From an optimization exercise on the open Yosys and OpenROAD flow, aimed at small area and a short achievable clock period; shortcuts taken in it are not production practice.
In this exercise RTL edits were held to simulation tests only and were not proved equivalent to the original.
No activity file was given, so power comes from the tool's default toggle rates.

// ALU_DESIGN
module ALU_DESIGN #(parameter DW = 8, CW = 4)(INP_VALID,OPA,OPB,CIN,CLK,RST,CMD,CE,MODE,COUT,OFLOW,RES,G,E,L,ERR);
  input [DW-1:0] OPA,OPB;
  input CLK,RST,CE,MODE,CIN;
  input [CW-1:0] CMD;
  input [1:0] INP_VALID;
  output reg [DW+1:0] RES;
  output reg COUT;
  output reg OFLOW;
  output reg G;
  output reg E;
  output reg L;
  output reg ERR;
  reg [7:0] A, B;
  reg [3:0] C;
  reg [4:0] W;
  reg VA, VB;
  reg [7:0] P, Q;
  always @(posedge CLK) begin
    if (INP_VALID[0]) A <= OPA;
    if (INP_VALID[1]) B <= OPB;
    if (|INP_VALID) C <= CMD;
  end
  always @(posedge CLK) begin
    if (RST) begin
      VA <= 1'b0;
      VB <= 1'b0;
    end else begin
      if (INP_VALID[0]) VA <= 1'b1;
      if (INP_VALID[1]) VB <= 1'b1;
    end
  end
  always @(posedge CLK) begin
    if (|INP_VALID)
      W[3:0] <= 4'd0;
    else if ((VA ^ VB) && !W[4])
      W[3:0] <= W[3:0] + 4'd1;
  end
  always @(posedge CLK) begin
    if (RST || (|INP_VALID))
      W[4] <= 1'b0;
    else if ((VA ^ VB) && (&W[3:0]))
      W[4] <= 1'b1;
  end
  wire timeout_err = !RST && W[4] && (INP_VALID == 2'b10 || (INP_VALID == 2'b01 && VB));
  wire c0  = (C == 4'd0);
  wire c1  = (C == 4'd1);
  wire c2  = (C == 4'd2);
  wire c3  = (C == 4'd3);
  wire c4  = (C == 4'd4);
  wire c5  = (C == 4'd5);
  wire c6  = (C == 4'd6);
  wire c7  = (C == 4'd7);
  wire c8  = (C == 4'd8);
  wire c9  = (C == 4'd9);
  wire c10 = (C == 4'd10);
  wire c11 = (C == 4'd11);
  wire c12 = (C == 4'd12);
  wire c13 = (C == 4'd13);
  wire xa    = C[3] ? C[0] : ~(C[2] & C[1]);
  wire x1    = ~C[3] & C[2] & C[1] & ~C[0];
  wire xp    = C[3] & C[1] & ~C[0];
  wire ybsel = ~C[3] & ~(C[2] & ~C[1]);
  wire yinv  = ~C[2] & C[0];
  wire y1    = ~C[3] & C[2] & ~C[1] & C[0];
  wire ci    = c1 | c7 | c9 | c10 | (c2 & CIN) | (c3 & ~CIN);
  wire [7:0] xl = ({8{xa}} & A) | ({8{xp}} & P) | {8{x1}};
  wire [7:0] yl = ({8{ybsel}} & (B ^ {8{yinv}})) | {8{y1}} | ({8{xp}} & ~Q);
  wire xh = x1;
  wire yh = (ybsel & yinv) | y1 | xp;
  ...
clock: 5.0 ns
lec_check: 0
cap_margin: 20
core_margin: 2
core_utilization: 40
setup_slack_margin: 1.9
slew_margin: 20
standard.sh (not shown) runs the stock make flow with config.mk's settings and CLKGATE_MAP_FILE= SYNTH_SCRIPT=/design/flow/synth_recipe.tcl, a recipe that flattens the netlist after the stock synthesis.
==> flow/flow/run.sh <==
#!/bin/bash
# Layout flow: the standard ORFS flow (standard.sh), with two changes:
#  - synthesis is the standard script (synth_recipe.tcl, ORFS synth.tcl) except
#    that full/half-adder extraction is off (ADDER_MAP_FILE empty) and the
#    final ABC mapping runs flow/syn.abc instead of ORFS's speed script;
#    the registers are unchanged (same passes up to dfflibmap);
#  - the port buffers are sky130_fd_sc_hd__buf_2 cells instead of the
#    default delay cells.
set -uo pipefail
W=$(pwd)
{
  head -n 1 synth_recipe.tcl
  cat <<EOT
proc abc {args} {
  set i [lsearch \$args -script]
  lset args [expr {\$i + 1}] $W/flow/syn.abc
  puts "flow/run.sh: abc \$args"
  yosys abc {*}\$args
}
EOT
  tail -n +2 synth_recipe.tcl
} > my_synth.tcl
bash standard.sh SYNTH_SCRIPT=$W/my_synth.tcl ADDER_MAP_FILE= \
  "BUFFER_PORTS_ARGS=-buffer_cell sky130_fd_sc_hd__buf_2" finish > flow_standard.log 2>&1
rc=$?
cp -r orfs/logs flow_orfs_logs 2>/dev/null
exit $rc
==> flow/flow/syn.abc <==
strash
dch
map -D 1700
topo
buffer -c
upsize -c -D 1700
dnsize -c -D 1700
stime -c
==> next run, changes <==
==> flow/flow/syn.abc (replaced) <==
strash
&get -n
&st
&dch
&nf -D 2000
&put
topo
buffer -c
upsize -c -D 2000
dnsize -c -D 2000
stime -c
Result: Hold slack is better by 0.0069 ns; setup slack degrades by 0.65 ns; core utilization increases by 1.6 points; register-to-register slack got worse by 0.65 ns; cell count went down by 22%; die area drops by 6.7%; routed wire length came out lower by 11%; cell area went down by 2.7%; power came out higher by 9.6%; count of clock-buffer cells in the layout came out higher by 1; first-iteration DRC count goes up by 8.8%.
==> next run, changes <==
==> flow/flow/syn.abc (replaced) <==
strash
dch
map -D 2000
strash
dch
map -D 2000
topo
buffer -c
upsize -c -D 2000
dnsize -c -D 2000
stime -c
- SETUP_SLACK_MARGIN: 1.9 -> 1.7
What happened: First-iteration DRC count goes down by 24%. Area after synthesis is about the same. Non-clock buffer count goes down by 47. Wire length goes up by about 9%. Global-route usage goes up by 2.2 points. Sequential cell count does not change. Sequential share of layout area goes up by 1.4 points. Cell count goes up by 14%.

* * *

## run 1
Another version of the RTL of ALU_DESIGN (not shown whole).
Size in the first run: roughly 580 cells after synthesis, roughly 59 flip-flops, ~43 I/O pins, about 5000 um^2 of cells after synthesis.
export LEC_CHECK = 0
export CAP_MARGIN = 20
export CORE_MARGIN = 2
export CORE_UTILIZATION = 40
export SETUP_SLACK_MARGIN = 1.8
export SLEW_MARGIN = 20
create_clock -name core_clock -period 5.0 [get_ports {CLK}]
==> flow/flow/syn.abc <==
strash
&get -n
&st
&dch
&nf -a
&put
topo
stime -c
Scripts as last shown in full above: flow/flow/run.sh
Run 1 ended with every stage complete and zero timing, DRC or antenna violations.
The inputs of run 2 differ from those of run 1 as listed below.
Settings: SETUP_SLACK_MARGIN now 0, was 1.8.
### Flow results
Between run 1 and run 2, final core utilization decreased.
On fraction of area in clock buffers and inverters: between run 2 and run 1, it ends up higher for run 2.
Run 1 → run 2: number of violations reported at the end of detailed-routing iteration 0 climbed about 22%, number of clock buffers inserted by TritonCTS barely changed.
The minimum clock period in run 2 was higher than what run 1 gave.
Setup changes, run 2 to run 3
Settings: SETUP_SLACK_MARGIN: 0 -> unset.
==> flow/run.sh (new file) <==
#!/bin/bash
# synth_recipe.tcl (not shown) runs the flow's synth.tcl, then flattens the netlist and writes it again
# the make line also repeats each setting of config.mk as NAME=value (left out here)
make -C /OpenROAD-flow-scripts/flow DESIGN_CONFIG=/design/flow/config.mk WORK_HOME=/design/flow/orfs CLKGATE_MAP_FILE= SYNTH_SCRIPT=/design/flow/synth_recipe.tcl finish
removed: flow/flow/run.sh
removed: flow/flow/syn.abc
removed: flow/standard.sh
==> comparison <==
Design area delta (run 3 − run 2): unfavourable. From run 2 to run 3 the numbers moved as follows: post-route minimum period picked up an extra 0.19 ns; fraction of met2 tracks used by global routing increased by 1.7 points relative to the old numbers; multi-input gate count shows an increase of 34; routed wire length went up by 31%. Max clock power across run 3 and run 2: run 2. Run 3 ends up with a synthesized-area fraction occupied by and/or/nand/nor cells that is 5.3 points lower than in run 2. Number of standard cells after synthesis (lower): run 2.
Input changes introduced in run 4 (baseline for comparison: run 3):
Settings: CTS_BUF_LIST newly set to sky130_fd_sc_hd__clkbuf_4; SETUP_SLACK_MARGIN newly set to 1.9; CORE_UTILIZATION changed from 40 to 60.
==> flow/flow/run.sh (new file) <==
#!/bin/bash
# Layout flow: the standard ORFS flow (standard.sh), with two changes:
#  - synthesis is the standard script (synth_recipe.tcl, ORFS synth.tcl) except
#    that full/half-adder extraction is off (ADDER_MAP_FILE empty) and the
#    final ABC mapping runs flow/syn.abc instead of ORFS's speed script;
#    the registers are unchanged (same passes up to dfflibmap);
#  - the port buffers are sky130_fd_sc_hd__buf_2 cells instead of the
#    default delay cells.
set -uo pipefail
W=$(pwd)
{
  head -n 1 synth_recipe.tcl
  cat <<EOT
proc abc {args} {
  set i [lsearch \$args -script]
  lset args [expr {\$i + 1}] $W/flow/syn.abc
  puts "flow/run.sh: abc \$args"
  yosys abc {*}\$args
}
EOT
  tail -n +2 synth_recipe.tcl
} > my_synth.tcl
bash standard.sh SYNTH_SCRIPT=$W/my_synth.tcl ADDER_MAP_FILE= \
  "BUFFER_PORTS_ARGS=-buffer_cell sky130_fd_sc_hd__buf_2" finish > flow_standard.log 2>&1
rc=$?
cp -r orfs/logs flow_orfs_logs 2>/dev/null
exit $rc
==> flow/flow/syn.abc (new file) <==
strash
dch
map -D 2000
topo
buffer -c
upsize -c -D 2000
dnsize -c -D 2000
stime -c
==> flow/standard.sh (new file) <==
#!/bin/bash
# synth_recipe.tcl (not shown) runs the flow's synth.tcl, then flattens the netlist and writes it again
# the make line also repeats each setting of config.mk as NAME=value (left out here)
make -C /OpenROAD-flow-scripts/flow DESIGN_CONFIG=/design/flow/config.mk WORK_HOME=/design/flow/orfs CLKGATE_MAP_FILE= SYNTH_SCRIPT=/design/flow/synth_recipe.tcl "${@:-finish}"
removed: flow/run.sh
## What came out
- [compare] base=run 3 new=run 4: worst-case hold slack rose 0.022 ns; leakage power of the design rose about 11%.
- Run 4 gives more buffers plus inverters on the worst setup path than run 3 did.
- Run 4 vs. run 3: area of all placed cells without fillers moved down, switching power share of the total moved up, unique cell type count in the Yosys netlist moved down.
- Run 3 has a higher proportion of power drawn by the clock network than run 4.
- Taking run 3 over run 4, the number of instances in the synthesized netlist ratio works out to 0.879.
- fa_1 as the slowest library cell on the worst path was reported by run 3, and edfxtp_1 by run 4.
- Run 3 → run 4: met3 usage in global routing rose by 3.9 points, count of cell instances traversed by the critical path rose by 3.
- Combinational family with the most area after synthesis = simple AND/OR/NAND/NOR gates: run 4; combinational family with the most area after synthesis = compound AO/OA/AOI/OAI gates: run 3

[what the ideal ports hide]
In the flow no input, the clock included, has a driving cell. The finished layouts below were timed again as built, in two steps. Step 1 assumes that a clkbuf_16 drives the clock port and a buf_2 every other input. Step 2 moves the port delays by t, midway between the first and last clock arrival at a register: inputs arrive t later, outputs are due t later. That takes back most of the time a late clock gives input paths. Slacks: ideal / step 1 / step 2; pairs: ideal / step 1.
run	t, ns	slack for setup (ns)	worst hold slack (ns)	worst setup path at the end	worst data-port slew with drivers (ns)
the first run of note 1	0.379	2.000 / 2.000 / 2.000	0.468 / 0.468 / 0.468	register to register	0.03
the second run of note 1	0.371	1.354 / 1.354 / 1.354	0.475 / 0.475 / 0.475	register to register	0.04
the third run of note 1	0.367	1.847 / 1.847 / 1.750	0.479 / 0.479 / 0.479	input to register	0.03
run 1	0.369	1.594 / 1.594 / 1.594	0.475 / 0.475 / 0.475	register to register	0.03
run 2	0.369	0.927 / 0.927 / 0.927	0.475 / 0.475 / 0.475	register to register	0.03
run 3	0.383	0.733 / 0.733 / 0.641	0.483 / 0.483 / 0.483	input to register	0.03
run 4	0.474	1.746 / 1.746 / 1.746	0.505 / 0.505 / 0.505	register to register	0.03
After both steps every run listed still meets setup and hold. The setup slack of the third run of note 1, which loses most, moves by 0.000 ns with the drivers and by -0.097 ns with both steps.
